What follows belongs to an exercise in optimizing a design on an open flow for small area; a production flow would make more cautious choices.
Function was checked by simulation only, so behaviour that the tests miss may differ from the original.
Power figures rest on the tool's default switching activity, not on a simulated workload.

==> flow/design.v <==
module vga_sig(clock, reset, hsyncb, vsyncb, xaddr, yaddr);
   input        clock;
   input        reset;
   output       hsyncb;
   output       vsyncb;
   output [9:0] xaddr;
   output [9:0] yaddr;
   reg [9:0]    h;
   reg [9:0]    v;
   wire hend = h[9] & h[8] & h[5];               
   wire vend = v[9] & v[3] & v[2] & v[0];        
   always @(posedge clock) begin
      if (reset) begin
         h <= 10'd0;
         v <= 10'd1;
      end else begin
         h <= hend ? 10'd1 : h + 10'd1;
         if (hend)
            v <= vend ? 10'd1 : v + 10'd1;
      end
   end
   assign hsyncb = ~((h >= 10'd656) & (h < 10'd752));
   assign vsyncb = ~((v == 10'd490) | (v == 10'd491));
   wire hsat = h[9] & (h[8] | h[7]);             
   wire vsat = v[9] | (v[8] & v[7] & v[6] & v[5]);  
   assign xaddr = hsat ? 10'd639 : h;
   assign yaddr = vsat ? 10'd479 : v;
endmodule
module SEG7_LUT (
  input      [2:0] num_ten,
  output reg [6:0] led_ten_hex1,
  input      [2:0] num_one,
  output reg [6:0] led_one_hex0
);
function [6:0] seg;
  input [2:0] n;
  case (n)
    3'd0: seg = 7'b1000000;
    3'd1: seg = 7'b1111001;
    3'd2: seg = 7'b0100100;
    3'd3: seg = 7'b0110000;
    3'd4: seg = 7'b0011001;
    3'd5: seg = 7'b0010010;
    3'd6: seg = 7'b0000010;
    default: seg = 7'b1111000;
  endcase
endfunction
always @(*) begin
  led_ten_hex1 = seg(num_ten);
  led_one_hex0 = seg(num_one);
end
endmodule
module FSM(
	input				clk,
	input				rst,
	input				key_start,
	input				user1_left,
	input				user1_right,
	input				user2_left,
	input				user2_right,
	output				disp_sel,
	output				music_en,
	output reg	[2:0]	score_user1,
	output reg	[2:0]	score_user2,
	output reg	[9:0]	ball_xaddr,
	output reg	[8:0]	ball_yaddr,
	output reg	[8:0]	user1_pos,
	output reg	[8:0]	user2_pos,
	output reg	[6:0]	block_x,
	output reg	[7:0]	block_y
);
	localparam [8:0] PAD_MID = 9'd135;	 
	function [7:0] lfsr;
		input [7:0] s;
		lfsr = {s[6:0], s[7] ^ s[5] ^ s[4] ^ s[3]};
	endfunction
	reg		[7:0]	ball_tmr;
	wire			clk_div = (ball_tmr == 8'd58);
	always @(posedge clk) begin
		if (rst)
			ball_tmr <= 8'd1;
		else if (clk_div)
			ball_tmr <= 8'd2;
		else
			ball_tmr <= lfsr(ball_tmr);
	end
	reg		[7:0]	blk_tmr;
	wire			blk_step = (blk_tmr == 8'd40);
	always @(posedge clk) begin
		if (rst | blk_step)
			blk_tmr <= 8'd1;
		else
			blk_tmr <= lfsr(blk_tmr);
	end
	reg		[1:0]	block_dir;
	always @(posedge clk) begin
		if (rst) begin
			block_dir <= 2'd0;
			block_x <= 7'd60;
			block_y <= 8'd0;
		end else if (blk_step) begin
			case (block_dir)
			2'd0: if (block_x < 7'd120) block_x <= block_x + 7'd1; else block_dir <= 2'd1;
			2'd1: if (block_y > 8'd60)  block_y <= block_y - 8'd1; else block_dir <= 2'd2;
			2'd2: if (block_x != 7'd0)  block_x <= block_x - 7'd1; else block_dir <= 2'd3;
			2'd3: if (block_y < 8'd180) block_y <= block_y + 8'd1; else block_dir <= 2'd0;
			endcase
		end
	end
	reg				run;
	reg				over;
	reg				ball_reset;
	assign music_en = run;
	assign disp_sel = over;
	reg				right;
	reg				up;
	always @(posedge clk) begin
		if (rst | ball_reset) begin
			ball_xaddr <= 10'd320;
			ball_yaddr <= 9'd440;
		end else if (clk_div) begin
			ball_xaddr <= right ? ball_xaddr + 10'd1 : ball_xaddr - 10'd1;
			ball_yaddr <= up ? ball_yaddr - 9'd1 : ball_yaddr + 9'd1;
		end
	end
	wire	[10:0]	rx = {1'b0, ball_xaddr} - {4'b0, block_x};
	wire	[9:0]	ry = {1'b0, ball_yaddr} - {2'b0, block_y};
	wire			rx_pos = ~rx[10];
	wire			yin = ~ry[9] & (ry >= 10'd90) & (ry <= 10'd150);
	wire			x_left  = rx == 11'd0   | rx == 11'd200 | rx == 11'd400;
	wire			x_right = rx == 11'd120 | rx == 11'd320 | rx == 11'd520;
	wire			xin = rx_pos & ((rx <= 11'd120) |
	                                (rx >= 11'd200 & rx <= 11'd320) |
	                                (rx >= 11'd400 & rx <= 11'd520));
	wire	[8:0]	pad = up ? user1_pos : user2_pos;
	wire	[10:0]	rp = {1'b0, ball_xaddr} + 11'd10 - {1'b0, pad, 1'b0};
	wire			pad_hit = (pad != 9'd0) & ~rp[10] & (rp <= 11'd120) &
	                          (ball_yaddr == (up ? 9'd40 : 9'd440));
	wire			hflip = (yin & (right ? x_left : x_right)) |
	                        (ball_xaddr == (right ? 10'd620 : 10'd20));
	wire			vflip = (xin & (ry == (up ? 10'd150 : 10'd90))) | pad_hit |
	                        (ball_yaddr == (up ? 9'd20 : 9'd460));
	always @(posedge clk) begin
		if (rst) begin
			right <= 1'b1;
			up <= 1'b1;
		end else if (hflip)
			right <= ~right;
		else if (vflip)
			up <= ~up;
	end
	wire			top_out = ball_yaddr <= 9'd22;
	wire			bot_out = ball_yaddr >= 9'd458;
	function [8:0] pad_move;
		input [8:0] p;
		input       l;
		input       r;
		begin
			if (l)
				pad_move = (p > 9'd5) ? p - 9'd5 : 9'd0;
			else if (r)
				pad_move = (p < 9'd265) ? p + 9'd5 : 9'd270;
			else
				pad_move = p;
		end
	endfunction
	always @(posedge clk) begin
		if (rst) begin
			run <= 1'b0;
			over <= 1'b0;
			ball_reset <= 1'b0;
			score_user1 <= 3'd0;
			score_user2 <= 3'd0;
			user1_pos <= PAD_MID;
			user2_pos <= PAD_MID;
		end else if (run) begin
			if (~ball_reset) begin
				user1_pos <= pad_move(user1_pos, user1_left, user1_right);
				user2_pos <= pad_move(user2_pos, user2_left, user2_right);
			end
			if (key_start)
				ball_reset <= 1'b0;
			if (top_out | bot_out) begin
				if (~ball_reset) begin
					if (top_out)
						score_user1 <= score_user1 + 3'd1;
					else
						score_user2 <= score_user2 + 3'd1;
					if ((top_out ? score_user1 : score_user2) == 3'd4) begin
						run <= 1'b0;
						over <= 1'b1;
					end
				end
				ball_reset <= 1'b1;
				user1_pos <= PAD_MID;
				user2_pos <= PAD_MID;
			end
		end else if (over) begin
			if (key_start)
				over <= 1'b0;
		end else begin
			score_user1 <= 3'd0;
			score_user2 <= 3'd0;
			user1_pos <= PAD_MID;
			user2_pos <= PAD_MID;
			ball_reset <= ~key_start;
			run <= key_start;
		end
	end
endmodule
module vga_disp(
	input clk,
	input disp_sel,
	input [9:0] xaddr,
	input [9:0] yaddr,
	input [9:0] ball_xaddr,
	input [8:0] ball_yaddr,
	input [8:0] user1_pos,
	input [8:0] user2_pos,
	input [6:0] block_x,
	input [7:0] block_y,
	output reg [2:0] rgb
);
function go_bit;
	input [10:0] a;
	case (a)
	11'd814: go_bit = 1'b1;
	11'd815: go_bit = 1'b1;
	11'd816: go_bit = 1'b1;
	11'd817: go_bit = 1'b1;
	11'd823: go_bit = 1'b1;
	11'd828: go_bit = 1'b1;
	11'd829: go_bit = 1'b1;
	11'd834: go_bit = 1'b1;
	11'd835: go_bit = 1'b1;
	11'd836: go_bit = 1'b1;
	11'd837: go_bit = 1'b1;
	11'd838: go_bit = 1'b1;
	11'd839: go_bit = 1'b1;
	11'd840: go_bit = 1'b1;
	11'd841: go_bit = 1'b1;
	11'd842: go_bit = 1'b1;
	11'd853: go_bit = 1'b1;
	11'd854: go_bit = 1'b1;
	11'd855: go_bit = 1'b1;
	11'd856: go_bit = 1'b1;
	11'd857: go_bit = 1'b1;
	11'd860: go_bit = 1'b1;
	11'd861: go_bit = 1'b1;
	11'd866: go_bit = 1'b1;
	11'd867: go_bit = 1'b1;
	11'd868: go_bit = 1'b1;
	11'd869: go_bit = 1'b1;
	11'd870: go_bit = 1'b1;
	11'd871: go_bit = 1'b1;
	11'd872: go_bit = 1'b1;
	11'd873: go_bit = 1'b1;
	11'd874: go_bit = 1'b1;
	11'd876: go_bit = 1'b1;
	11'd877: go_bit = 1'b1;
	11'd878: go_bit = 1'b1;
	11'd879: go_bit = 1'b1;
	11'd880: go_bit = 1'b1;
	11'd881: go_bit = 1'b1;
	11'd941: go_bit = 1'b1;
	11'd942: go_bit = 1'b1;
	11'd945: go_bit = 1'b1;
	11'd946: go_bit = 1'b1;
	11'd950: go_bit = 1'b1;
	11'd951: go_bit = 1'b1;
	11'd952: go_bit = 1'b1;
	11'd956: go_bit = 1'b1;
	11'd957: go_bit = 1'b1;
	11'd958: go_bit = 1'b1;
	11'd961: go_bit = 1'b1;
	11'd962: go_bit = 1'b1;
	11'd963: go_bit = 1'b1;
	11'd965: go_bit = 1'b1;
	11'd966: go_bit = 1'b1;
	11'd969: go_bit = 1'b1;
	11'd970: go_bit = 1'b1;
	11'd980: go_bit = 1'b1;
	11'd981: go_bit = 1'b1;
	11'd985: go_bit = 1'b1;
	11'd986: go_bit = 1'b1;
	11'd988: go_bit = 1'b1;
	11'd989: go_bit = 1'b1;
	11'd994: go_bit = 1'b1;
	11'd995: go_bit = 1'b1;
	11'd997: go_bit = 1'b1;
	11'd998: go_bit = 1'b1;
	11'd1001: go_bit = 1'b1;
	11'd1002: go_bit = 1'b1;
	11'd1005: go_bit = 1'b1;
	11'd1006: go_bit = 1'b1;
	11'd1009: go_bit = 1'b1;
	11'd1010: go_bit = 1'b1;
	11'd1068: go_bit = 1'b1;
	11'd1069: go_bit = 1'b1;
	11'd1074: go_bit = 1'b1;
	11'd1077: go_bit = 1'b1;
	11'd1078: go_bit = 1'b1;
	11'd1080: go_bit = 1'b1;
	11'd1081: go_bit = 1'b1;
	11'd1084: go_bit = 1'b1;
	11'd1085: go_bit = 1'b1;
	11'd1086: go_bit = 1'b1;
	11'd1087: go_bit = 1'b1;
	11'd1088: go_bit = 1'b1;
	11'd1089: go_bit = 1'b1;
	11'd1090: go_bit = 1'b1;
	11'd1091: go_bit = 1'b1;
	11'd1093: go_bit = 1'b1;
	11'd1094: go_bit = 1'b1;
	11'd1098: go_bit = 1'b1;
	11'd1108: go_bit = 1'b1;
	11'd1109: go_bit = 1'b1;
	11'd1113: go_bit = 1'b1;
	11'd1114: go_bit = 1'b1;
	11'd1116: go_bit = 1'b1;
	11'd1117: go_bit = 1'b1;
	11'd1122: go_bit = 1'b1;
	11'd1123: go_bit = 1'b1;
	11'd1125: go_bit = 1'b1;
	11'd1126: go_bit = 1'b1;
	11'd1130: go_bit = 1'b1;
	11'd1133: go_bit = 1'b1;
	11'd1134: go_bit = 1'b1;
	11'd1137: go_bit = 1'b1;
	11'd1138: go_bit = 1'b1;
	11'd1196: go_bit = 1'b1;
	11'd1197: go_bit = 1'b1;
	11'd1204: go_bit = 1'b1;
	11'd1205: go_bit = 1'b1;
	11'd1209: go_bit = 1'b1;
	11'd1210: go_bit = 1'b1;
	11'd1212: go_bit = 1'b1;
	11'd1213: go_bit = 1'b1;
	11'd1214: go_bit = 1'b1;
	11'd1215: go_bit = 1'b1;
	11'd1216: go_bit = 1'b1;
	11'd1217: go_bit = 1'b1;
	11'd1218: go_bit = 1'b1;
	11'd1219: go_bit = 1'b1;
	11'd1221: go_bit = 1'b1;
	11'd1222: go_bit = 1'b1;
	11'd1224: go_bit = 1'b1;
	11'd1236: go_bit = 1'b1;
	11'd1237: go_bit = 1'b1;
	11'd1241: go_bit = 1'b1;
	11'd1242: go_bit = 1'b1;
	11'd1244: go_bit = 1'b1;
	11'd1245: go_bit = 1'b1;
	11'd1250: go_bit = 1'b1;
	11'd1251: go_bit = 1'b1;
	11'd1253: go_bit = 1'b1;
	11'd1254: go_bit = 1'b1;
	11'd1256: go_bit = 1'b1;
	11'd1261: go_bit = 1'b1;
	11'd1262: go_bit = 1'b1;
	11'd1265: go_bit = 1'b1;
	11'd1266: go_bit = 1'b1;
	11'd1324: go_bit = 1'b1;
	11'd1325: go_bit = 1'b1;
	11'd1332: go_bit = 1'b1;
	11'd1333: go_bit = 1'b1;
	11'd1337: go_bit = 1'b1;
	11'd1338: go_bit = 1'b1;
	11'd1340: go_bit = 1'b1;
	11'd1341: go_bit = 1'b1;
	11'd1343: go_bit = 1'b1;
	11'd1344: go_bit = 1'b1;
	11'd1346: go_bit = 1'b1;
	11'd1347: go_bit = 1'b1;
	11'd1349: go_bit = 1'b1;
	11'd1350: go_bit = 1'b1;
	11'd1351: go_bit = 1'b1;
	11'd1352: go_bit = 1'b1;
	11'd1364: go_bit = 1'b1;
	11'd1365: go_bit = 1'b1;
	11'd1369: go_bit = 1'b1;
	11'd1370: go_bit = 1'b1;
	11'd1372: go_bit = 1'b1;
	11'd1373: go_bit = 1'b1;
	11'd1378: go_bit = 1'b1;
	11'd1379: go_bit = 1'b1;
	11'd1381: go_bit = 1'b1;
	11'd1382: go_bit = 1'b1;
	11'd1383: go_bit = 1'b1;
	11'd1384: go_bit = 1'b1;
	11'd1389: go_bit = 1'b1;
	11'd1390: go_bit = 1'b1;
	11'd1391: go_bit = 1'b1;
	11'd1392: go_bit = 1'b1;
	11'd1393: go_bit = 1'b1;
	11'd1452: go_bit = 1'b1;
	11'd1453: go_bit = 1'b1;
	11'd1455: go_bit = 1'b1;
	11'd1456: go_bit = 1'b1;
	11'd1457: go_bit = 1'b1;
	11'd1458: go_bit = 1'b1;
	11'd1460: go_bit = 1'b1;
	11'd1461: go_bit = 1'b1;
	11'd1462: go_bit = 1'b1;
	11'd1463: go_bit = 1'b1;
	11'd1464: go_bit = 1'b1;
	11'd1465: go_bit = 1'b1;
	11'd1466: go_bit = 1'b1;
	11'd1468: go_bit = 1'b1;
	11'd1469: go_bit = 1'b1;
	11'd1474: go_bit = 1'b1;
	11'd1475: go_bit = 1'b1;
	11'd1477: go_bit = 1'b1;
	11'd1478: go_bit = 1'b1;
	11'd1480: go_bit = 1'b1;
	11'd1492: go_bit = 1'b1;
	11'd1493: go_bit = 1'b1;
	11'd1497: go_bit = 1'b1;
	11'd1498: go_bit = 1'b1;
	11'd1500: go_bit = 1'b1;
	11'd1501: go_bit = 1'b1;
	11'd1506: go_bit = 1'b1;
	11'd1507: go_bit = 1'b1;
	11'd1509: go_bit = 1'b1;
	11'd1510: go_bit = 1'b1;
	11'd1512: go_bit = 1'b1;
	11'd1517: go_bit = 1'b1;
	11'd1518: go_bit = 1'b1;
	11'd1520: go_bit = 1'b1;
	11'd1521: go_bit = 1'b1;
	11'd1580: go_bit = 1'b1;
	11'd1581: go_bit = 1'b1;
	11'd1585: go_bit = 1'b1;
	11'd1586: go_bit = 1'b1;
	11'd1588: go_bit = 1'b1;
	11'd1589: go_bit = 1'b1;
	11'd1593: go_bit = 1'b1;
	11'd1594: go_bit = 1'b1;
	11'd1596: go_bit = 1'b1;
	11'd1597: go_bit = 1'b1;
	11'd1602: go_bit = 1'b1;
	11'd1603: go_bit = 1'b1;
	11'd1605: go_bit = 1'b1;
	11'd1606: go_bit = 1'b1;
	11'd1620: go_bit = 1'b1;
	11'd1621: go_bit = 1'b1;
	11'd1625: go_bit = 1'b1;
	11'd1626: go_bit = 1'b1;
	11'd1628: go_bit = 1'b1;
	11'd1629: go_bit = 1'b1;
	11'd1634: go_bit = 1'b1;
	11'd1635: go_bit = 1'b1;
	11'd1637: go_bit = 1'b1;
	11'd1638: go_bit = 1'b1;
	11'd1645: go_bit = 1'b1;
	11'd1646: go_bit = 1'b1;
	11'd1649: go_bit = 1'b1;
	11'd1650: go_bit = 1'b1;
	11'd1708: go_bit = 1'b1;
	11'd1709: go_bit = 1'b1;
	11'd1713: go_bit = 1'b1;
	11'd1714: go_bit = 1'b1;
	11'd1716: go_bit = 1'b1;
	11'd1717: go_bit = 1'b1;
	11'd1721: go_bit = 1'b1;
	11'd1722: go_bit = 1'b1;
	11'd1724: go_bit = 1'b1;
	11'd1725: go_bit = 1'b1;
	11'd1730: go_bit = 1'b1;
	11'd1731: go_bit = 1'b1;
	11'd1733: go_bit = 1'b1;
	11'd1734: go_bit = 1'b1;
	11'd1738: go_bit = 1'b1;
	11'd1748: go_bit = 1'b1;
	11'd1749: go_bit = 1'b1;
	11'd1753: go_bit = 1'b1;
	11'd1754: go_bit = 1'b1;
	11'd1757: go_bit = 1'b1;
	11'd1758: go_bit = 1'b1;
	11'd1761: go_bit = 1'b1;
	11'd1762: go_bit = 1'b1;
	11'd1765: go_bit = 1'b1;
	11'd1766: go_bit = 1'b1;
	11'd1770: go_bit = 1'b1;
	11'd1773: go_bit = 1'b1;
	11'd1774: go_bit = 1'b1;
	11'd1777: go_bit = 1'b1;
	11'd1778: go_bit = 1'b1;
	11'd1837: go_bit = 1'b1;
	11'd1838: go_bit = 1'b1;
	11'd1841: go_bit = 1'b1;
	11'd1842: go_bit = 1'b1;
	11'd1844: go_bit = 1'b1;
	11'd1845: go_bit = 1'b1;
	11'd1849: go_bit = 1'b1;
	11'd1850: go_bit = 1'b1;
	11'd1852: go_bit = 1'b1;
	11'd1853: go_bit = 1'b1;
	11'd1858: go_bit = 1'b1;
	11'd1859: go_bit = 1'b1;
	11'd1861: go_bit = 1'b1;
	11'd1862: go_bit = 1'b1;
	11'd1865: go_bit = 1'b1;
	11'd1866: go_bit = 1'b1;
	11'd1876: go_bit = 1'b1;
	11'd1877: go_bit = 1'b1;
	11'd1881: go_bit = 1'b1;
	11'd1882: go_bit = 1'b1;
	11'd1886: go_bit = 1'b1;
	11'd1887: go_bit = 1'b1;
	11'd1888: go_bit = 1'b1;
	11'd1889: go_bit = 1'b1;
	11'd1893: go_bit = 1'b1;
	11'd1894: go_bit = 1'b1;
	11'd1897: go_bit = 1'b1;
	11'd1898: go_bit = 1'b1;
	11'd1901: go_bit = 1'b1;
	11'd1902: go_bit = 1'b1;
	11'd1905: go_bit = 1'b1;
	11'd1906: go_bit = 1'b1;
	11'd1966: go_bit = 1'b1;
	11'd1967: go_bit = 1'b1;
	11'd1968: go_bit = 1'b1;
	11'd1970: go_bit = 1'b1;
	11'd1972: go_bit = 1'b1;
	11'd1973: go_bit = 1'b1;
	11'd1977: go_bit = 1'b1;
	11'd1978: go_bit = 1'b1;
	11'd1980: go_bit = 1'b1;
	11'd1981: go_bit = 1'b1;
	11'd1986: go_bit = 1'b1;
	11'd1987: go_bit = 1'b1;
	11'd1988: go_bit = 1'b1;
	11'd1989: go_bit = 1'b1;
	11'd1990: go_bit = 1'b1;
	11'd1991: go_bit = 1'b1;
	11'd1992: go_bit = 1'b1;
	11'd1993: go_bit = 1'b1;
	11'd1994: go_bit = 1'b1;
	11'd2005: go_bit = 1'b1;
	11'd2006: go_bit = 1'b1;
	11'd2007: go_bit = 1'b1;
	11'd2008: go_bit = 1'b1;
	11'd2009: go_bit = 1'b1;
	11'd2015: go_bit = 1'b1;
	11'd2016: go_bit = 1'b1;
	11'd2020: go_bit = 1'b1;
	11'd2021: go_bit = 1'b1;
	11'd2022: go_bit = 1'b1;
	11'd2023: go_bit = 1'b1;
	11'd2024: go_bit = 1'b1;
	11'd2025: go_bit = 1'b1;
	11'd2026: go_bit = 1'b1;
	11'd2028: go_bit = 1'b1;
	11'd2029: go_bit = 1'b1;
	11'd2030: go_bit = 1'b1;
	11'd2033: go_bit = 1'b1;
	11'd2034: go_bit = 1'b1;
	default: go_bit = 1'b0;
	endcase
endfunction
function ball_bit;
	input [9:0] a;
	case (a)
	10'd764: ball_bit = 1'b1;
	10'd765: ball_bit = 1'b1;
	10'd766: ball_bit = 1'b1;
	10'd767: ball_bit = 1'b1;
	10'd736: ball_bit = 1'b1;
	10'd737: ball_bit = 1'b1;
	10'd738: ball_bit = 1'b1;
	10'd739: ball_bit = 1'b1;
	10'd740: ball_bit = 1'b1;
	10'd795: ball_bit = 1'b1;
	10'd796: ball_bit = 1'b1;
	10'd797: ball_bit = 1'b1;
	10'd798: ball_bit = 1'b1;
	10'd799: ball_bit = 1'b1;
	10'd768: ball_bit = 1'b1;
	10'd769: ball_bit = 1'b1;
	10'd770: ball_bit = 1'b1;
	10'd771: ball_bit = 1'b1;
	10'd772: ball_bit = 1'b1;
	10'd773: ball_bit = 1'b1;
	10'd825: ball_bit = 1'b1;
	10'd826: ball_bit = 1'b1;
	10'd827: ball_bit = 1'b1;
	10'd828: ball_bit = 1'b1;
	10'd829: ball_bit = 1'b1;
	10'd830: ball_bit = 1'b1;
	10'd831: ball_bit = 1'b1;
	10'd800: ball_bit = 1'b1;
	10'd801: ball_bit = 1'b1;
	10'd802: ball_bit = 1'b1;
	10'd803: ball_bit = 1'b1;
	10'd804: ball_bit = 1'b1;
	10'd805: ball_bit = 1'b1;
	10'd806: ball_bit = 1'b1;
	10'd807: ball_bit = 1'b1;
	10'd857: ball_bit = 1'b1;
	10'd858: ball_bit = 1'b1;
	10'd859: ball_bit = 1'b1;
	10'd860: ball_bit = 1'b1;
	10'd861: ball_bit = 1'b1;
	10'd862: ball_bit = 1'b1;
	10'd863: ball_bit = 1'b1;
	10'd832: ball_bit = 1'b1;
	10'd833: ball_bit = 1'b1;
	10'd834: ball_bit = 1'b1;
	10'd835: ball_bit = 1'b1;
	10'd836: ball_bit = 1'b1;
	10'd837: ball_bit = 1'b1;
	10'd838: ball_bit = 1'b1;
	10'd839: ball_bit = 1'b1;
	10'd888: ball_bit = 1'b1;
	10'd889: ball_bit = 1'b1;
	10'd890: ball_bit = 1'b1;
	10'd891: ball_bit = 1'b1;
	10'd892: ball_bit = 1'b1;
	10'd893: ball_bit = 1'b1;
	10'd894: ball_bit = 1'b1;
	10'd895: ball_bit = 1'b1;
	10'd864: ball_bit = 1'b1;
	10'd865: ball_bit = 1'b1;
	10'd866: ball_bit = 1'b1;
	10'd867: ball_bit = 1'b1;
	10'd868: ball_bit = 1'b1;
	10'd869: ball_bit = 1'b1;
	10'd870: ball_bit = 1'b1;
	10'd871: ball_bit = 1'b1;
	10'd872: ball_bit = 1'b1;
	10'd919: ball_bit = 1'b1;
	10'd920: ball_bit = 1'b1;
	10'd921: ball_bit = 1'b1;
	10'd922: ball_bit = 1'b1;
	10'd923: ball_bit = 1'b1;
	10'd924: ball_bit = 1'b1;
	10'd925: ball_bit = 1'b1;
	10'd926: ball_bit = 1'b1;
	10'd927: ball_bit = 1'b1;
	10'd896: ball_bit = 1'b1;
	10'd897: ball_bit = 1'b1;
	10'd898: ball_bit = 1'b1;
	10'd899: ball_bit = 1'b1;
	10'd900: ball_bit = 1'b1;
	10'd901: ball_bit = 1'b1;
	10'd902: ball_bit = 1'b1;
	10'd903: ball_bit = 1'b1;
	10'd904: ball_bit = 1'b1;
	10'd905: ball_bit = 1'b1;
	10'd951: ball_bit = 1'b1;
	10'd952: ball_bit = 1'b1;
	10'd953: ball_bit = 1'b1;
	10'd954: ball_bit = 1'b1;
	10'd955: ball_bit = 1'b1;
	10'd956: ball_bit = 1'b1;
	10'd957: ball_bit = 1'b1;
	10'd958: ball_bit = 1'b1;
	10'd959: ball_bit = 1'b1;
	10'd928: ball_bit = 1'b1;
	10'd929: ball_bit = 1'b1;
	10'd930: ball_bit = 1'b1;
	10'd931: ball_bit = 1'b1;
	10'd932: ball_bit = 1'b1;
	10'd933: ball_bit = 1'b1;
	10'd934: ball_bit = 1'b1;
	10'd935: ball_bit = 1'b1;
	10'd936: ball_bit = 1'b1;
	10'd937: ball_bit = 1'b1;
	10'd983: ball_bit = 1'b1;
	10'd984: ball_bit = 1'b1;
	10'd985: ball_bit = 1'b1;
	10'd986: ball_bit = 1'b1;
	10'd987: ball_bit = 1'b1;
	10'd988: ball_bit = 1'b1;
	10'd989: ball_bit = 1'b1;
	10'd990: ball_bit = 1'b1;
	10'd991: ball_bit = 1'b1;
	10'd960: ball_bit = 1'b1;
	10'd961: ball_bit = 1'b1;
	10'd962: ball_bit = 1'b1;
	10'd963: ball_bit = 1'b1;
	10'd964: ball_bit = 1'b1;
	10'd965: ball_bit = 1'b1;
	10'd966: ball_bit = 1'b1;
	10'd967: ball_bit = 1'b1;
	10'd968: ball_bit = 1'b1;
	10'd969: ball_bit = 1'b1;
	10'd1015: ball_bit = 1'b1;
	10'd1016: ball_bit = 1'b1;
	10'd1017: ball_bit = 1'b1;
	10'd1018: ball_bit = 1'b1;
	10'd1019: ball_bit = 1'b1;
	10'd1020: ball_bit = 1'b1;
	10'd1021: ball_bit = 1'b1;
	10'd1022: ball_bit = 1'b1;
	10'd1023: ball_bit = 1'b1;
	10'd992: ball_bit = 1'b1;
	10'd993: ball_bit = 1'b1;
	10'd994: ball_bit = 1'b1;
	10'd995: ball_bit = 1'b1;
	10'd996: ball_bit = 1'b1;
	10'd997: ball_bit = 1'b1;
	10'd998: ball_bit = 1'b1;
	10'd999: ball_bit = 1'b1;
	10'd1000: ball_bit = 1'b1;
	10'd1001: ball_bit = 1'b1;
	10'd23: ball_bit = 1'b1;
	10'd24: ball_bit = 1'b1;
	10'd25: ball_bit = 1'b1;
	10'd26: ball_bit = 1'b1;
	10'd27: ball_bit = 1'b1;
	10'd28: ball_bit = 1'b1;
	10'd29: ball_bit = 1'b1;
	10'd30: ball_bit = 1'b1;
	10'd31: ball_bit = 1'b1;
	10'd0: ball_bit = 1'b1;
	10'd1: ball_bit = 1'b1;
	10'd2: ball_bit = 1'b1;
	10'd3: ball_bit = 1'b1;
	10'd4: ball_bit = 1'b1;
	10'd5: ball_bit = 1'b1;
	10'd6: ball_bit = 1'b1;
	10'd7: ball_bit = 1'b1;
	10'd8: ball_bit = 1'b1;
	10'd9: ball_bit = 1'b1;
	10'd55: ball_bit = 1'b1;
	10'd56: ball_bit = 1'b1;
	10'd57: ball_bit = 1'b1;
	10'd58: ball_bit = 1'b1;
	10'd59: ball_bit = 1'b1;
	10'd60: ball_bit = 1'b1;
	10'd61: ball_bit = 1'b1;
	10'd62: ball_bit = 1'b1;
	10'd63: ball_bit = 1'b1;
	10'd32: ball_bit = 1'b1;
	10'd33: ball_bit = 1'b1;
	10'd34: ball_bit = 1'b1;
	10'd35: ball_bit = 1'b1;
	10'd36: ball_bit = 1'b1;
	10'd37: ball_bit = 1'b1;
	10'd38: ball_bit = 1'b1;
	10'd39: ball_bit = 1'b1;
	10'd40: ball_bit = 1'b1;
	10'd41: ball_bit = 1'b1;
	10'd87: ball_bit = 1'b1;
	10'd88: ball_bit = 1'b1;
	10'd89: ball_bit = 1'b1;
	10'd90: ball_bit = 1'b1;
	10'd91: ball_bit = 1'b1;
	10'd92: ball_bit = 1'b1;
	10'd93: ball_bit = 1'b1;
	10'd94: ball_bit = 1'b1;
	10'd95: ball_bit = 1'b1;
	10'd64: ball_bit = 1'b1;
	10'd65: ball_bit = 1'b1;
	10'd66: ball_bit = 1'b1;
	10'd67: ball_bit = 1'b1;
	10'd68: ball_bit = 1'b1;
	10'd69: ball_bit = 1'b1;
	10'd70: ball_bit = 1'b1;
	10'd71: ball_bit = 1'b1;
	10'd72: ball_bit = 1'b1;
	10'd73: ball_bit = 1'b1;
	10'd119: ball_bit = 1'b1;
	10'd120: ball_bit = 1'b1;
	10'd121: ball_bit = 1'b1;
	10'd122: ball_bit = 1'b1;
	10'd123: ball_bit = 1'b1;
	10'd124: ball_bit = 1'b1;
	10'd125: ball_bit = 1'b1;
	10'd126: ball_bit = 1'b1;
	10'd127: ball_bit = 1'b1;
	10'd96: ball_bit = 1'b1;
	10'd97: ball_bit = 1'b1;
	10'd98: ball_bit = 1'b1;
	10'd99: ball_bit = 1'b1;
	10'd100: ball_bit = 1'b1;
	10'd101: ball_bit = 1'b1;
	10'd102: ball_bit = 1'b1;
	10'd103: ball_bit = 1'b1;
	10'd104: ball_bit = 1'b1;
	10'd105: ball_bit = 1'b1;
	10'd151: ball_bit = 1'b1;
	10'd152: ball_bit = 1'b1;
	10'd153: ball_bit = 1'b1;
	10'd154: ball_bit = 1'b1;
	10'd155: ball_bit = 1'b1;
	10'd156: ball_bit = 1'b1;
	10'd157: ball_bit = 1'b1;
	10'd158: ball_bit = 1'b1;
	10'd159: ball_bit = 1'b1;
	10'd128: ball_bit = 1'b1;
	10'd129: ball_bit = 1'b1;
	10'd130: ball_bit = 1'b1;
	10'd131: ball_bit = 1'b1;
	10'd132: ball_bit = 1'b1;
	10'd133: ball_bit = 1'b1;
	10'd134: ball_bit = 1'b1;
	10'd135: ball_bit = 1'b1;
	10'd136: ball_bit = 1'b1;
	10'd137: ball_bit = 1'b1;
	10'd184: ball_bit = 1'b1;
	10'd185: ball_bit = 1'b1;
	10'd186: ball_bit = 1'b1;
	10'd187: ball_bit = 1'b1;
	10'd188: ball_bit = 1'b1;
	10'd189: ball_bit = 1'b1;
	10'd190: ball_bit = 1'b1;
	10'd191: ball_bit = 1'b1;
	10'd160: ball_bit = 1'b1;
	10'd161: ball_bit = 1'b1;
	10'd162: ball_bit = 1'b1;
	10'd163: ball_bit = 1'b1;
	10'd164: ball_bit = 1'b1;
	10'd165: ball_bit = 1'b1;
	10'd166: ball_bit = 1'b1;
	10'd167: ball_bit = 1'b1;
	10'd168: ball_bit = 1'b1;
	10'd217: ball_bit = 1'b1;
	10'd218: ball_bit = 1'b1;
	10'd219: ball_bit = 1'b1;
	10'd220: ball_bit = 1'b1;
	10'd221: ball_bit = 1'b1;
	10'd222: ball_bit = 1'b1;
	10'd223: ball_bit = 1'b1;
	10'd192: ball_bit = 1'b1;
	10'd193: ball_bit = 1'b1;
	10'd194: ball_bit = 1'b1;
	10'd195: ball_bit = 1'b1;
	10'd196: ball_bit = 1'b1;
	10'd197: ball_bit = 1'b1;
	10'd198: ball_bit = 1'b1;
	10'd199: ball_bit = 1'b1;
	10'd249: ball_bit = 1'b1;
	10'd250: ball_bit = 1'b1;
	10'd251: ball_bit = 1'b1;
	10'd252: ball_bit = 1'b1;
	10'd253: ball_bit = 1'b1;
	10'd254: ball_bit = 1'b1;
	10'd255: ball_bit = 1'b1;
	10'd224: ball_bit = 1'b1;
	10'd225: ball_bit = 1'b1;
	10'd226: ball_bit = 1'b1;
	10'd227: ball_bit = 1'b1;
	10'd228: ball_bit = 1'b1;
	10'd229: ball_bit = 1'b1;
	10'd230: ball_bit = 1'b1;
	10'd231: ball_bit = 1'b1;
	10'd283: ball_bit = 1'b1;
	10'd284: ball_bit = 1'b1;
	10'd285: ball_bit = 1'b1;
	10'd286: ball_bit = 1'b1;
	10'd287: ball_bit = 1'b1;
	10'd256: ball_bit = 1'b1;
	10'd257: ball_bit = 1'b1;
	10'd258: ball_bit = 1'b1;
	10'd259: ball_bit = 1'b1;
	10'd260: ball_bit = 1'b1;
	10'd261: ball_bit = 1'b1;
	10'd316: ball_bit = 1'b1;
	10'd317: ball_bit = 1'b1;
	10'd318: ball_bit = 1'b1;
	10'd319: ball_bit = 1'b1;
	10'd288: ball_bit = 1'b1;
	10'd289: ball_bit = 1'b1;
	10'd290: ball_bit = 1'b1;
	10'd291: ball_bit = 1'b1;
	10'd292: ball_bit = 1'b1;
	default: ball_bit = 1'b0;
	endcase
endfunction
	wire border = (xaddr >= 10'd5 && xaddr <= 10'd635 && yaddr >= 10'd5 && yaddr <= 10'd475) &&
	              (xaddr < 10'd10 || xaddr > 10'd630 || yaddr < 10'd10 || yaddr > 10'd470);
	wire [8:0]  pad = yaddr[8] ? user2_pos : user1_pos;
	wire [10:0] dp = {1'b0, xaddr} - {1'b0, pad, 1'b0};
	wire pad_row = (yaddr >= 10'd10 && yaddr <= 10'd30) || (yaddr >= 10'd450 && yaddr <= 10'd470);
	wire paddle = pad_row && ~dp[10] && dp <= 11'd100;
	wire [10:0] bx = {1'b0, xaddr} - {4'b0, block_x};
	wire [10:0] by = {1'b0, yaddr} - {3'b0, block_y};
	wire block = ~bx[10] && ~by[10] && by >= 11'd100 && by <= 11'd140 &&
	             ((bx >= 11'd10 && bx <= 11'd110) || (bx >= 11'd210 && bx <= 11'd310) ||
	              (bx >= 11'd410 && bx <= 11'd510));
	wire [10:0] dx = {1'b0, xaddr} - {1'b0, ball_xaddr};
	wire [10:0] dy = {1'b0, yaddr} - {2'b0, ball_yaddr};
	wire dx_near = (dx[10:4] == 7'h00) || (dx[10:4] == 7'h7f);
	wire dy_near = (dy[10:4] == 7'h00) || (dy[10:4] == 7'h7f);
	wire ball = dx_near && dy_near && ball_bit({dy[4:0], dx[4:0]});
	wire go = xaddr >= 10'd176 && xaddr < 10'd464 && yaddr >= 10'd208 && yaddr < 10'd272 &&
	          go_bit({yaddr[5:2], xaddr[8:2]});
	wire white = border || paddle;
	always @(posedge clk) begin
		if (disp_sel)
			rgb <= {3{go}};
		else
			rgb <= {white || block, white || (~block && ball), white};
	end
endmodule
module ballgame_core(
	input			clk,			 
	input			rst,			 
	input			key_start,
	input			user1_left,
	input			user1_right,
	input			user2_left,
	input			user2_right,
	output			vga_hs,
	output			vga_vs,
	output	[2:0]	rgb,
	output	[6:0]	hex1,
	output	[6:0]	hex0,
	output			music_en
);
	wire	[9:0] 	hloc;
	wire	[9:0] 	vloc;
	wire			disp_sel;
	wire	[9:0] 	ball_xaddr;
	wire	[8:0] 	ball_yaddr;
	wire	[8:0] 	user1_pos;
	wire	[8:0] 	user2_pos;
	wire	[6:0] 	block_x;
	wire	[7:0] 	block_y;
	wire	[2:0] 	score_user1;
	wire	[2:0] 	score_user2;
vga_sig u0(
	.clock(clk),
	.reset(rst),
	.hsyncb(vga_hs),
	.vsyncb(vga_vs),
	.xaddr(hloc),
	.yaddr(vloc));
SEG7_LUT u2(
	.num_ten(score_user1),
	.led_ten_hex1(hex1),
	.num_one(score_user2),
	.led_one_hex0(hex0));
FSM u3(
	.clk(clk),
	.rst(rst),
	.key_start(key_start),
	.user1_left(user1_left),
	.user1_right(user1_right),
	.user2_left(user2_left),
	.user2_right(user2_right),
	.disp_sel(disp_sel),
	.music_en(music_en),
	.score_user1(score_user1),
	.score_user2(score_user2),
	.ball_xaddr(ball_xaddr),
	.ball_yaddr(ball_yaddr),
	.user1_pos(user1_pos),
	.user2_pos(user2_pos),
	.block_x(block_x),
	.block_y(block_y)
);
vga_disp u4(
	.clk(clk),
	.xaddr(hloc),
	.yaddr(vloc),
	.disp_sel(disp_sel),
	.ball_xaddr(ball_xaddr),
	.ball_yaddr(ball_yaddr),
	.user1_pos(user1_pos),
	.user2_pos(user2_pos),
	.block_x(block_x),
	.block_y(block_y),
	.rgb(rgb));
endmodule
==> flow/run.sh <==
#!/bin/bash
# synth_recipe.tcl (not shown) runs the flow's synth.tcl, then flattens the netlist and writes it again
# the make line also repeats each setting of config.mk as NAME=value (left out here)
make -C /OpenROAD-flow-scripts/flow DESIGN_CONFIG=/design/flow/config.mk WORK_HOME=/design/flow/orfs CLKGATE_MAP_FILE= SYNTH_SCRIPT=/design/flow/synth_recipe.tcl finish
==> flow/config.mk <==
export PLATFORM = sky130hd
export DESIGN_NAME = ballgame_core
export DESIGN_NICKNAME = ballgame_core
export VERILOG_FILES = /design/flow/design.v
export SDC_FILE = /design/flow/constraint.sdc
export NUM_CORES = 4
export LEC_CHECK = 0
export CAP_MARGIN = 20
export CORE_MARGIN = 2
export CORE_UTILIZATION = 40
export SLEW_MARGIN = 20
==> flow/constraint.sdc <==
create_clock -name core_clock -period 12.5 [get_ports {clk}]
set_input_delay 2.5000 -clock core_clock [delete_from_list [all_inputs] [get_ports {clk}]]
set_output_delay 2.5000 -clock core_clock [all_outputs]
set_load 0.01 [all_outputs]
==> impl_metrics.yaml, run 1 <==
status:
  status: "finished clean"
power_and_ir_drop:
  leakagePower_nw: 5.551
  p_sw_mw: 0.2307
  clockPowerShare: 0.405
  intPower_mw: 0.5450
  power.density_nw_per_um2: 58.53
  pwr-share-seq: 0.451
  switching_share: 0.2974
  pwr-share-comb: 0.144
  irDropWorstVdd_mv: 0.05123
finish:
  fillers: 3126
  drive_above_1_share: 0.03862
  final_cells: 2079
  syn_to_final_growth_pct: 6.153
  nets: 1822
  diodes: 0
synth:
  synth_area_leaders: "dfxtp_1 (17%), ha_1 (13%), nor2_1 (6.3%)"
  synth_top_area_frac: 0.1668
  synth_edf_count: 0
  synth-seq-area-share: 0.1668
  syn-cell-area_um2: 12480
  synth_top_area_cell: "dfxtp_1"
  postSynthAreaPerCell_um2: 7.263
  async_flop_share: 0
  yosysMostFrequentCell: "nor2_1"
  synth_cell_types: 97
  synthCells: 1719
  syn-num-nets: 1863
  ys.flop_type: "dfxtp_1"
  ys_warn_count: 4
  ys_ff_latch: 104
  synthTopCellsByCount: "nor2_1 (208), a21oi_1 (135), ha_1 (125)"
timing:
  fin_skew_ps: 9.050
  setup_tns_ps: 0
  tightest_slew_ps: 1050
  layout_min_cycle_time_ps: 4964
  report.final.hold_viol_count: 0
  rsz0062_at_grt: "no"
  slew_viol_final: 0
  max_freq_ghz: 0.2014
  relSlewSlack: 0.2988
  post-route-period-util: 0.3971
  setup_viol: 0
route:
  wire_per_inst_um: 17.56
  routed_via_density: 6.018
  vias: 12510
  ant_nets: 0
  drtIter0Drc: 1093
  drt_first_pass_iters: 5
  drc_errors: 0
  drt-total-wl_mm: 36.51
floorplanning:
  die_h_um: 180.7
  rows: 64
  start_util: 0.4071
  ios: 27
  die-area_um2: 32640
  coreArea_um2: 30670
  die_width_um: 180.7
setup_path:
  path_class: "reg2out"
  cp.required_ps: 10000
  cp_max_fo: 6
  end_kind: "primary output"
  crit_slowest_cell: "clkdlybuf4s50_1"
  worstPathCellList: "inv_1 > ha_1 > or3_1 > nor2_1 > nor3_1 > a31oi_1 > clkdlybuf4s50_1"
  worst_path_largest_cell_delay_ps: 560
  startpoint_type: "register"
  reg2reg_depth: 12
  worstPathArrival_ps: 2460
clock_tree:
  h-tree-depth: 3
  cts_tree: "done"
  cts_buffers: 9
  cts_repair_resize_count: 0
  cts_hold_buf: 0
  postCtsSetupBuffers: 0
  clkLatencyLatePin_ps: 370
  ctsRootBufferMaster: "clkbuf_16"
  clockBufferDepth: 2
  clkTransAtPathRegs_ps: 70
  clkSinkCount: 104
grt:
  grt_pass1_wl_mm: 59.73
  antenna_found_initial: 0
  grt_max_degree: 39
  grt_use_total: 0.2198
  overflow: 0
  grt_pass1_vias: 11480
flow_run:
  maxCapViolCount: 0
placement:
  routabilityCongestion: 0.9226
  hpwl_mm: 27.56
  portBuffers: 26
  dp_cells: 2063
min_path:
  hp-class: "reg2reg"
  min_path_cells: 2
-- metrics by stage --
stage	power [mW]	utilization	instance area [µm²]	hold slack, ps	setup WS (ps)
after global routing	0.8115	0.4321	13250	478.4	7326
after CTS	0.7823	0.4319	13250	462.6	7526
after global placement	0.4668	0.4216	12930	438.2	7912
after detailed placement	0.4668	0.4216	12930	444.0	7878
after floorplan	0.4398	-	12480	420.4	8515
final	0.7757	0.4321	13250	459.4	7536
-- state kept, by name, indices dropped and copies added (netlist names), 2 cells and up --
name / count
u0.h: 10
u0.v: 10
u3.ball_tmr: 8
u3.ball_xaddr: 10
u3.ball_yaddr: 9
u3.blk_tmr: 8
u3.block_dir: 2
u3.block_x: 7
u3.block_y: 8
u3.score_user1: 3
u3.score_user2: 3
u3.user1_pos: 9
u3.user2_pos: 9
u4.rgb: 3
-- power groups by stage --
stage	clock network [mW]	registers [mW]	logic (mW)
5_1_grt	0.335	0.351	0.125
3_3_place_gp	0	0.357	0.110
3_5_place_dp	0	0.357	0.109
6_report	0.314	0.350	0.112
4_1_cts	0.322	0.350	0.110
2_1_floorplan	0	0.349	0.0913
-- final cells by class --
| cell class | instances | area, µm² | area share |
|---|---|---|---|
| clock buffer | 10 | 239.0 | 0.01803 |
| clock inverter | 6 | 76.32 | 0.005759 |
| inverter | 98 | 367.9 | 0.02776 |
| multi-input combinational | 1429 | 9662 | 0.7290 |
| sequential | 104 | 2082 | 0.1571 |
| tap | 396 | 495.5 | 0.03739 |
| timing repair buffer | 36 | 330.3 | 0.02492 |
-- final timing paths --
path / end / slack, ps / start
max: hex0[4] / 7540 / u3.score_user2[0]
min: u3.ball_tmr[1] / 460 / u3.ball_tmr[0]
max reg2reg: u4.rgb[1] / 7950 / u0.h[8]
min reg2reg: u3.ball_tmr[1] / 460 / u3.ball_tmr[0]
-- worst max-delay path, delay by kind of cell, from the launching register on --
kind                     cells  cell delay (ps)
AO/OA/AOI/OAI                1              150
adder cells (fa/ha/maj)      1              270
buffers and inverters        2              670
flip-flops                   1              430
AND/OR/NAND/NOR              3              580
-- layer usage --
metal	routed length (µm)	global-route usage	up-vias
li1	-	-	6201
met1	17360	0.3074	5833
met2	16420	0.3500	414
met3	1936	0.02930	64
met4	792	0.06774	0
met5	0	0	-
-- kinds of logic after synthesis --
kind of cell,share of synthesized area
adders and majority gates,0.1445
muxes,0.02696
xor gates and xnor gates,0.06164
buffers and inverters,0.05983
and+or+nand+nor,0.2785
DFF,0.1668
AOI/OAI and AO/OA,0.2618
-- cells in the final DEF, fill, tap and decap left out, drive strengths merged, types with 10 or more instances in the layout --
master / instances
nor2: 209
a21oi: 136
ha: 125
nand2: 109
dfxtp: 104
o21ai: 102
inv: 98
nor3: 71
nor2b: 51
xnor2: 49
xor2: 38
nand3: 36
nand2b: 34
mux2i: 28
nand4: 26
clkdlybuf4s50: 25
a21o: 22
a31oi: 21
nor4: 21
o21a: 18
or3: 18
and2: 18
and3: 16
o31ai: 16
o211ai: 15
a211oi: 15
o2111ai: 14
or2: 14
a211o: 13
o21bai: 12
fa: 12
nand3b: 11
buf: 11
clkbuf: 10
==> run 2: changes to the inputs <==
==> flow/flow/run.sh (new file) <==
#!/bin/bash
# Own layout flow: the standard synthesis, then its combinational logic
# re-mapped for area by ABC (every register kept: same instance, name and
# cell type), then the standard layout from that netlist.
# Each tool writes its full output to a log file in the work folder.
set -euo pipefail
W=$(pwd)
RES=$W/orfs/results/$FLOW_PLATFORM/ballgame_core/base
LIB=$FLOW_HOME/platforms/$FLOW_PLATFORM/lib/sky130_fd_sc_hd__tt_025C_1v80.lib
YOSYS=${YOSYS_EXE:-$FLOW_HOME/../tools/install/yosys/bin/yosys}
[ -x "$YOSYS" ] || YOSYS=yosys

# 1. standard synthesis (synth_recipe.tcl, unchanged)
bash standard.sh synth > "$W/log_1_standard_synth.txt" 2>&1
cp "$RES/1_2_yosys.v" "$W/std.v"

# 2. area re-mapping of the combinational logic
sed -e "s#@LIB@#$LIB#g" -e "s#@TOP@#$FLOW_TOP#g" -e "s#@ABCSCRIPT@#$W/flow/abc_area.script#g" \
    "$W/flow/remap.ys.in" > "$W/remap.ys"
"$YOSYS" -l "$W/log_2_remap.txt" -q "$W/remap.ys" > /dev/null 2>&1
cp "$W/remapped.v" "$RES/1_2_yosys.v"

# 3. standard layout from the re-mapped netlist (make redoes 1_synth.odb on)
bash standard.sh > "$W/log_3_standard_layout.txt" 2>&1
test -s "$W/out/final.def"
==> flow/flow/abc_area.script (new file) <==
strash
&get -n
&deepsyn -T 60
&put
dch -f
amap
topo
==> flow/flow/remap.ys.in (new file) <==
# Re-map the combinational logic of the standard synthesis for area.
# The registers (every sequential cell) are kept as they are: same instances,
# names and cell types. Inputs: std.v (standard synthesis), LIB.
read_liberty -ignore_miss_func @LIB@
read_verilog std.v
hierarchy -top @TOP@
blackbox sky130_fd_sc_hd__df* sky130_fd_sc_hd__dl* sky130_fd_sc_hd__sdf* sky130_fd_sc_hd__sedf* sky130_fd_sc_hd__edf* sky130_fd_sc_hd__sdl* sky130_fd_sc_hd__lpflow_inputisolatch_1
flatten
hierarchy -top @TOP@
opt_clean -purge
tee -o stat_before.txt stat -liberty @LIB@
abc -script @ABCSCRIPT@ -liberty @LIB@ -dont_use sky130_fd_sc_hd__lpflow_bleeder_1 -dont_use sky130_fd_sc_hd__lpflow_clkbufkapwr_1 -dont_use sky130_fd_sc_hd__lpflow_clkbufkapwr_16 -dont_use sky130_fd_sc_hd__lpflow_clkbufkapwr_2 -dont_use sky130_fd_sc_hd__lpflow_clkbufkapwr_4 -dont_use sky130_fd_sc_hd__lpflow_clkbufkapwr_8 -dont_use sky130_fd_sc_hd__lpflow_clkinvkapwr_1 -dont_use sky130_fd_sc_hd__lpflow_clkinvkapwr_16 -dont_use sky130_fd_sc_hd__lpflow_clkinvkapwr_2 -dont_use sky130_fd_sc_hd__lpflow_clkinvkapwr_4 -dont_use sky130_fd_sc_hd__lpflow_clkinvkapwr_8 -dont_use sky130_fd_sc_hd__lpflow_decapkapwr_12 -dont_use sky130_fd_sc_hd__lpflow_decapkapwr_3 -dont_use sky130_fd_sc_hd__lpflow_decapkapwr_4 -dont_use sky130_fd_sc_hd__lpflow_decapkapwr_6 -dont_use sky130_fd_sc_hd__lpflow_decapkapwr_8 -dont_use sky130_fd_sc_hd__lpflow_inputiso0n_1 -dont_use sky130_fd_sc_hd__lpflow_inputiso0p_1 -dont_use sky130_fd_sc_hd__lpflow_inputiso1n_1 -dont_use sky130_fd_sc_hd__lpflow_inputiso1p_1 -dont_use sky130_fd_sc_hd__lpflow_inputisolatch_1 -dont_use sky130_fd_sc_hd__lpflow_isobufsrc_1 -dont_use sky130_fd_sc_hd__lpflow_isobufsrc_16 -dont_use sky130_fd_sc_hd__lpflow_isobufsrc_2 -dont_use sky130_fd_sc_hd__lpflow_isobufsrc_4 -dont_use sky130_fd_sc_hd__lpflow_isobufsrc_8 -dont_use sky130_fd_sc_hd__lpflow_isobufsrckapwr_16 -dont_use sky130_fd_sc_hd__lpflow_lsbuf_lh_hl_isowell_tap_1 -dont_use sky130_fd_sc_hd__lpflow_lsbuf_lh_hl_isowell_tap_2 -dont_use sky130_fd_sc_hd__lpflow_lsbuf_lh_hl_isowell_tap_4 -dont_use sky130_fd_sc_hd__lpflow_lsbuf_lh_isowell_4 -dont_use sky130_fd_sc_hd__lpflow_lsbuf_lh_isowell_tap_1 -dont_use sky130_fd_sc_hd__lpflow_lsbuf_lh_isowell_tap_2 -dont_use sky130_fd_sc_hd__lpflow_lsbuf_lh_isowell_tap_4 -dont_use sky130_fd_sc_hd__probe_p_8 -dont_use sky130_fd_sc_hd__probec_p_8 
opt_clean -purge
read_liberty -lib -overwrite -ignore_miss_func @LIB@
setundef -zero
hilomap -singleton -hicell sky130_fd_sc_hd__conb_1 HI -locell sky130_fd_sc_hd__conb_1 LO
insbuf -buf sky130_fd_sc_hd__buf_4 A X
splitnets
opt_clean -purge
tee -o stat_after.txt stat -liberty @LIB@
check -assert
write_verilog -noattr -nohex -nodec remapped.v
==> flow/standard.sh (new file) <==
#!/bin/bash
# synth_recipe.tcl (not shown) runs the flow's synth.tcl, then flattens the netlist and writes it again
# the make line also repeats each setting of config.mk as NAME=value (left out here)
make -C /OpenROAD-flow-scripts/flow DESIGN_CONFIG=/design/flow/config.mk WORK_HOME=/design/flow/orfs CLKGATE_MAP_FILE= SYNTH_SCRIPT=/design/flow/synth_recipe.tcl "${@:-finish}"
removed: flow/run.sh
==> impl_metrics.yaml, run 2 <==
timing:
  setup_viol: 0
  holdWs_ps: 418.4
  report.final.hold_viol_count: 0
  tightest_slew_ps: 845.1
  rsz0062_at_grt: "no"
  max_freq_ghz: 0.1957
  post-route-period-util: 0.4089
  slew_viol_final: 0
  setup_tns_ps: 0
  layout_min_cycle_time_ps: 5111
  relSlewSlack: 0.4307
  fin_skew_ps: 12.49
power_and_ir_drop:
  p_total_mw: 0.6935
  pwr-share-seq: 0.491
  irDropWorstVdd_mv: 0.06104
  clockPowerShare: 0.448
  pwr-share-comb: 0.061
  switching_share: 0.2648
  leakagePower_nw: 2.976
  p_sw_mw: 0.1836
  intPower_mw: 0.5099
  power.density_nw_per_um2: 76.93
finish:
  mostFrequentLayoutCells: "nor2_1 (299), clkinv_1 (172), o21ai_0 (108), nand2_1 (105), dfxtp_1 (104)"
  diodes: 0
  layout_commonest_cell: "nor2_1"
  nets: 1338
  reg_top3: "u0.h (10), u0.v (10), u3.ball_xaddr (10)"
  drive_above_1_share: 0.01647
  syn_to_final_growth_pct: 11.74
  fillers: 2145
  fin_util: 0.4587
clock_tree:
  cts_buffers: 9
  postCtsSetupBuffers: 0
  clockBufferDepth: 2
  cts_repair_resize_count: 0
  clkTransAtPathRegs_ps: 80
  clkLatencyLatePin_ps: 370
  h-tree-depth: 3
  clkSinkCount: 104
  cts_tree: "done"
  ctsRootBufferMaster: "clkbuf_16"
  cts_hold_buf: 0
synth:
  syn-cell-area_um2: 8068
  postSynthAreaPerCell_um2: 6.259
  syn-num-nets: 1296
  synthCells: 1289
  ys_warn_count: 4
flow_run:
  maxCapViolCount: 0
placement:
  portBuffers: 26
  hpwl_mm: 20.88
  routabilityCongestion: 0.9563
setup_path:
  end_kind: "register"
  worstPathArrival_ps: 5350
  cp.required_ps: 12740
  startpoint_type: "primary input"
  cp_max_fo: 34
  path_class: "in2reg"
min_path:
  hp-class: "reg2reg"
floorplanning:
  rows: 51
  ios: 27
  die_h_um: 146.0
  coreArea_um2: 19650
  die_width_um: 146.0
  die-area_um2: 21320
  start_util: 0.4105
route:
  wire_per_inst_um: 17.05
  routed_via_density: 5.974
  drt_first_pass_iters: 5
  drtIter0Drc: 829
  ant_nets: 0
  vias: 9565
  drt-total-wl_mm: 27.29
  drc_errors: 0
grt:
  grt_max_degree: 35
  grt_pass1_wl_mm: 44.53
  overflow: 0
  grt_pass1_vias: 8629
  grt_use_total: 0.2548
  antenna_found_initial: 0
status:
  status: "finished clean"
run 2: worst paths after layout:
path	startpoint	to	slack (ps)	depth (start not counted)
worst min register to register	u3.blk_tmr[0]	u3.blk_tmr[1]	420	2
worst max-delay path	rst	u3.user2_pos[8]	7390	12
worst max register to register	u3.ball_xaddr[5]	u3.up	7750	20
worst min-delay path	u3.blk_tmr[0]	u3.blk_tmr[1]	420	2
run 2: area by class of cell:
cell class | count | area [µm²] | share of cell area
multi-input combinational | 1013 | 5345 | 0.5929
sequential | 104 | 2082 | 0.2310
inverter | 172 | 645.6 | 0.07162
clock buffer | 9 | 225.2 | 0.02498
timing repair buffer | 31 | 297.8 | 0.03303
clock inverter | 7 | 87.58 | 0.009715
tap | 265 | 331.6 | 0.03678
run 2: per-layer routing:
layer	up-vias	GRT usage	part of all wire
li1	4814	-	-
met1	4315	0.3491	0.46
met2	377	0.4118	0.44
met3	59	0.02719	0.064
met4	0	0.1010	0.033
met5	-	0	0
run 2: stage by stage:
stage	instances	setup slack, ps	area [µm²]
after floorplan	1289	8488	8068
after CTS	1601	7403	9010
after global routing	1601	7204	9015
after global placement	1585	7099	8697
final	1601	7389	9015
after detailed placement	1585	7024	8697
run 2: worst max-delay path: stages:
cell,delay [ps]
clkdlybuf4s50_1,450
buf_4,390
clkinv_1,460
a31oi_1,570
nor2_1,160
clkinv_1,100
o21ai_0,120
clkinv_1,120
o21a_1,150
nor2_1,40
a21oi_1,150
o32ai_1,110
run 2: power by group through the flow:
stage | clock network (mW) | logic, mW | registers, mW
6_report | 0.311 | 0.0422 | 0.341
5_1_grt | 0.328 | 0.0473 | 0.341
4_1_cts | 0.316 | 0.0419 | 0.341
3_5_place_dp | 0 | 0.0417 | 0.348
3_3_place_gp | 0 | 0.0421 | 0.349
2_1_floorplan | 0 | 0.0279 | 0.347
==> run 3: changes to the inputs <==
--- a/flow/design.v
+++ b/flow/design.v
@@ -66,4 +66,4 @@
 	output reg	[8:0]	ball_yaddr,
-	output reg	[8:0]	user1_pos,
-	output reg	[8:0]	user2_pos,
+	output reg	[5:0]	user1_pos,
+	output reg	[5:0]	user2_pos,
 	output reg	[6:0]	block_x,
@@ -71,3 +71,3 @@
 );
-	localparam [8:0] PAD_MID = 9'd135;	 
+	localparam [5:0] PAD_MID = 6'd27;	 
 	function [7:0] lfsr;
@@ -134,5 +134,6 @@
 	                                (rx >= 11'd400 & rx <= 11'd520));
-	wire	[8:0]	pad = up ? user1_pos : user2_pos;
-	wire	[10:0]	rp = {1'b0, ball_xaddr} + 11'd10 - {1'b0, pad, 1'b0};
-	wire			pad_hit = (pad != 9'd0) & ~rp[10] & (rp <= 11'd120) &
+	wire	[5:0]	pad = up ? user1_pos : user2_pos;
+	wire	[9:0]	pad10 = {1'b0, pad, 3'b0} + {3'b0, pad, 1'b0};
+	wire	[10:0]	rp = {1'b0, ball_xaddr} + 11'd10 - {1'b0, pad10};
+	wire			pad_hit = (pad != 6'd0) & ~rp[10] & (rp <= 11'd120) &
 	                          (ball_yaddr == (up ? 9'd40 : 9'd440));
@@ -153,4 +154,4 @@
 	wire			bot_out = ball_yaddr >= 9'd458;
-	function [8:0] pad_move;
-		input [8:0] p;
+	function [5:0] pad_move;
+		input [5:0] p;
 		input       l;
@@ -159,5 +160,5 @@
 			if (l)
-				pad_move = (p > 9'd5) ? p - 9'd5 : 9'd0;
+				pad_move = (p != 6'd0) ? p - 6'd1 : 6'd0;
 			else if (r)
-				pad_move = (p < 9'd265) ? p + 9'd5 : 9'd270;
+				pad_move = (p != 6'd54) ? p + 6'd1 : 6'd54;
 			else
@@ -217,4 +218,4 @@
 	input [8:0] ball_yaddr,
-	input [8:0] user1_pos,
-	input [8:0] user2_pos,
+	input [5:0] user1_pos,
+	input [5:0] user2_pos,
 	input [6:0] block_x,
@@ -874,4 +875,5 @@
 	              (xaddr < 10'd10 || xaddr > 10'd630 || yaddr < 10'd10 || yaddr > 10'd470);
-	wire [8:0]  pad = yaddr[8] ? user2_pos : user1_pos;
-	wire [10:0] dp = {1'b0, xaddr} - {1'b0, pad, 1'b0};
+	wire [5:0]  pad = yaddr[8] ? user2_pos : user1_pos;
+	wire [9:0]  pad10 = {1'b0, pad, 3'b0} + {3'b0, pad, 1'b0};
+	wire [10:0] dp = {1'b0, xaddr} - {1'b0, pad10};
 	wire pad_row = (yaddr >= 10'd10 && yaddr <= 10'd30) || (yaddr >= 10'd450 && yaddr <= 10'd470);
@@ -918,4 +920,4 @@
 	wire	[8:0] 	ball_yaddr;
-	wire	[8:0] 	user1_pos;
-	wire	[8:0] 	user2_pos;
+	wire	[5:0] 	user1_pos;
+	wire	[5:0] 	user2_pos;
 	wire	[6:0] 	block_x;
--- a/flow/flow/run.sh
+++ b/flow/flow/run.sh
@@ -22,4 +22,9 @@
 
-# 3. standard layout from the re-mapped netlist (make redoes 1_synth.odb on)
-bash standard.sh > "$W/log_3_standard_layout.txt" 2>&1
+# 3. standard layout from the re-mapped netlist (make redoes 1_synth.odb on),
+#    with a clock tree of smaller buffers and no dummy clock loads, and
+#    single-drive port buffers
+bash standard.sh finish \
+  "CTS_ARGS=-sink_clustering_enable -repair_clock_nets -dont_use_dummy_load -buf_list sky130_fd_sc_hd__clkbuf_8 -root_buf sky130_fd_sc_hd__clkbuf_8" \
+  "BUFFER_PORTS_ARGS=-buffer_cell sky130_fd_sc_hd__buf_1" \
+  > "$W/log_3_standard_layout.txt" 2>&1
 test -s "$W/out/final.def"
==> flow/flow/abc_area.script (replaced) <==
strash
&get -n
&deepsyn -T 120
&put
dch -f
amap
topo
==> impl_metrics.yaml, run 3 <==
status:
  status: "finished clean"
route:
  drtIter0Drc: 763
  wire_per_inst_um: 16.84
  ant_nets: 0
  drc_errors: 0
  routed_via_density: 5.989
  drt-total-wl_mm: 26.08
  vias: 9277
  drt_first_pass_iters: 5
timing:
  setup_viol: 0
  tightest_slew_ps: 1091
  max_freq_ghz: 0.2002
  fin_skew_ps: 24.63
  setup_tns_ps: 0
  relSlewSlack: 0.2658
  post-route-period-util: 0.3996
  rsz0062_at_grt: "no"
  report.final.hold_viol_count: 0
  holdWs_ps: 422.2
  layout_min_cycle_time_ps: 4996
  setup_ws_ps: 7504
  slew_viol_final: 0
synth:
  syn-num-nets: 1255
  ys_warn_count: 4
  synthCells: 1248
  syn-cell-area_um2: 7721
  postSynthAreaPerCell_um2: 6.187
finish:
  fillers: 2007
  syn_to_final_growth_pct: 7.600
  drive_above_1_share: 0.01087
  reg_top3: "u0.h (10), u0.v (10), u3.ball_xaddr (10)"
  nets: 1297
  final_cells: 1549
  postLayoutCellArea_um2: 8308
  layout_commonest_cell: "nor2_1"
  mostFrequentLayoutCells: "nor2_1 (285), clkinv_1 (179), o21ai_0 (120), nand2_1 (114), dfxtp_1 (98)"
clock_tree:
  cts_buffers: 9
  cts_hold_buf: 0
  clkLatencyLatePin_ps: 400
  cts_repair_resize_count: 0
  clkSinkCount: 98
  clockBufferDepth: 2
  cts_tree: "done"
  postCtsSetupBuffers: 0
  clkTransAtPathRegs_ps: 90
  ctsRootBufferMaster: "clkbuf_8"
  h-tree-depth: 3
setup_path:
  cp_num_buf_inv: 2
  worstPathArrival_ps: 2500
  end_kind: "primary output"
  worstPathCellList: "clkinv_1 > nor2_1 > nand3_1 > nand4_1 > buf_1"
  critical_path.top_delay_family: "buffers and inverters"
  cp.required_ps: 10000
  path_class: "reg2out"
  worst_path_largest_cell_delay_ps: 620
  crit_slowest_cell: "dfxtp_1"
  startpoint_type: "register"
  cp_max_fo: 18
floorplanning:
  die-area_um2: 20430
  die_h_um: 142.9
  coreArea_um2: 18830
  die_width_um: 142.9
  start_util: 0.4100
  rows: 50
  ios: 27
grt:
  grt_pass1_vias: 8179
  grt_max_degree: 31
  grt_pass1_wl_mm: 42.18
  overflow: 0
  grt_use_total: 0.2573
  antenna_found_initial: 1
power_and_ir_drop:
  pwr-share-comb: 0.064
  intPower_mw: 0.3905
  switching_share: 0.2628
  clockPowerShare: 0.333
  leakagePower_nw: 2.677
  p_sw_mw: 0.1392
  power.density_nw_per_um2: 63.77
  pwr-share-seq: 0.603
  irDropWorstVdd_mv: 0.05303
placement:
  dp_cells: 1539
  portBuffers: 26
  placed_area_um2: 8182
  routabilityCongestion: 1.004
  dp_slack_ps: 7899
  hpwl_mm: 20.04
flow_run:
  maxCapViolCount: 0
min_path:
  hp-class: "reg2reg"
-- run 3: changes by cell type in the layout (fill, tap and decap cells not counted), sizes merged, moves of 7 or more --
cell	before	now
clkdlybuf4s50	26	0
a21oi	83	65
nor2	299	285
buf	5	31
nor4	10	18
nand2	105	114
o32ai	12	1
or2	14	6
a211oi	34	42
o22ai	51	42
nand3	21	14
o21ai	108	120
-- run 3: path summary, 6_finish.rpt --
check | endpoint | from | cells past startpoint | slack (ps)
setup reg to reg | u3.up | u3.up | 20 | 7750
hold reg to reg | u3.ball_tmr[2] | u3.ball_tmr[1] | 2 | 420
setup / recovery | vga_hs | u0.h[5] | 5 | 7500
hold / removal | u3.ball_tmr[2] | u3.ball_tmr[1] | 2 | 420
-- run 3: routing by layer --
| layer | vias to the layer above | wire [µm] | track usage |
|---|---|---|---|
| met4 | 0 | 623 | 0.09380 |
| met1 | 4234 | 11950 | 0.3567 |
| met2 | 372 | 11510 | 0.4014 |
| met5 | - | 0 | 0 |
| li1 | 4620 | - | - |
| met3 | 51 | 1999 | 0.04292 |
-- run 3: final cells by class --
type | instances | area, µm² | share of cell area
sequential | 98 | 1962 | 0.2361
antenna | 1 | 2.502 | 0.0003012
clock buffer | 9 | 123.9 | 0.01491
inverter | 179 | 671.9 | 0.08087
tap | 260 | 325.3 | 0.03916
timing repair buffer | 31 | 135.1 | 0.01627
multi-input combinational | 971 | 5087 | 0.6123
-- run 3: through the flow --
stage	utilization	power, mW
6_report	0.4412	0.5298
5_1_grt	0.4411	0.5503
4_1_cts	0.4411	0.5331
3_5_place_dp	0.4345	0.3599
3_3_place_gp	0.4345	0.3600
2_1_floorplan	-	0.3479
-- run 3: worst min-delay path, stage by stage, from the launching register on --
cell,delay [ps]
dfxtp_1,310
clkinv_1,40
nor3_1,30
-- run 3: power groups by stage --
stage / clock network (mW) / logic, mW / registers, mW
6_report: 0.176 / 0.0341 / 0.319
5_1_grt: 0.192 / 0.0381 / 0.320
4_1_cts: 0.180 / 0.0336 / 0.319
3_5_place_dp: 0 / 0.0335 / 0.326
3_3_place_gp: 0 / 0.0334 / 0.327
2_1_floorplan: 0 / 0.0226 / 0.325

[re-timing with driven ports]
In the flow no input, the clock included, has a driving cell. The finished layouts below were timed again as built, in two steps.
Step 1 (the two cells are an assumption about what drives the block):
set clk [get_ports {clk}]
set_driving_cell -lib_cell sky130_fd_sc_hd__clkbuf_16 $clk
set_driving_cell -lib_cell sky130_fd_sc_hd__buf_2 [delete_from_list [all_inputs] $clk]
Step 2 moves the port delays by t, midway between the first and last clock arrival at a register: inputs arrive t later, outputs are due t later. That takes back most of the time a late clock gives input paths.
a / b / c = ideal / step 1 / step 2; a / b = the first two.
run | t (ns) | setup WS [ns] | worst data-port slew with drivers (ns)
run 1 | 0.419 | 7.536 / 7.486 / 7.826 | 0.05
run 2 | 0.410 | 7.389 / 7.377 / 7.003 | 0.04
run 3 | 0.423 | 7.504 / 7.465 / 7.748 | 0.04
After both steps setup and hold are still met in every run listed. For run 2, which loses most, drivers alone change the setup slack by -0.012 ns; drivers and shift together by -0.386 ns.
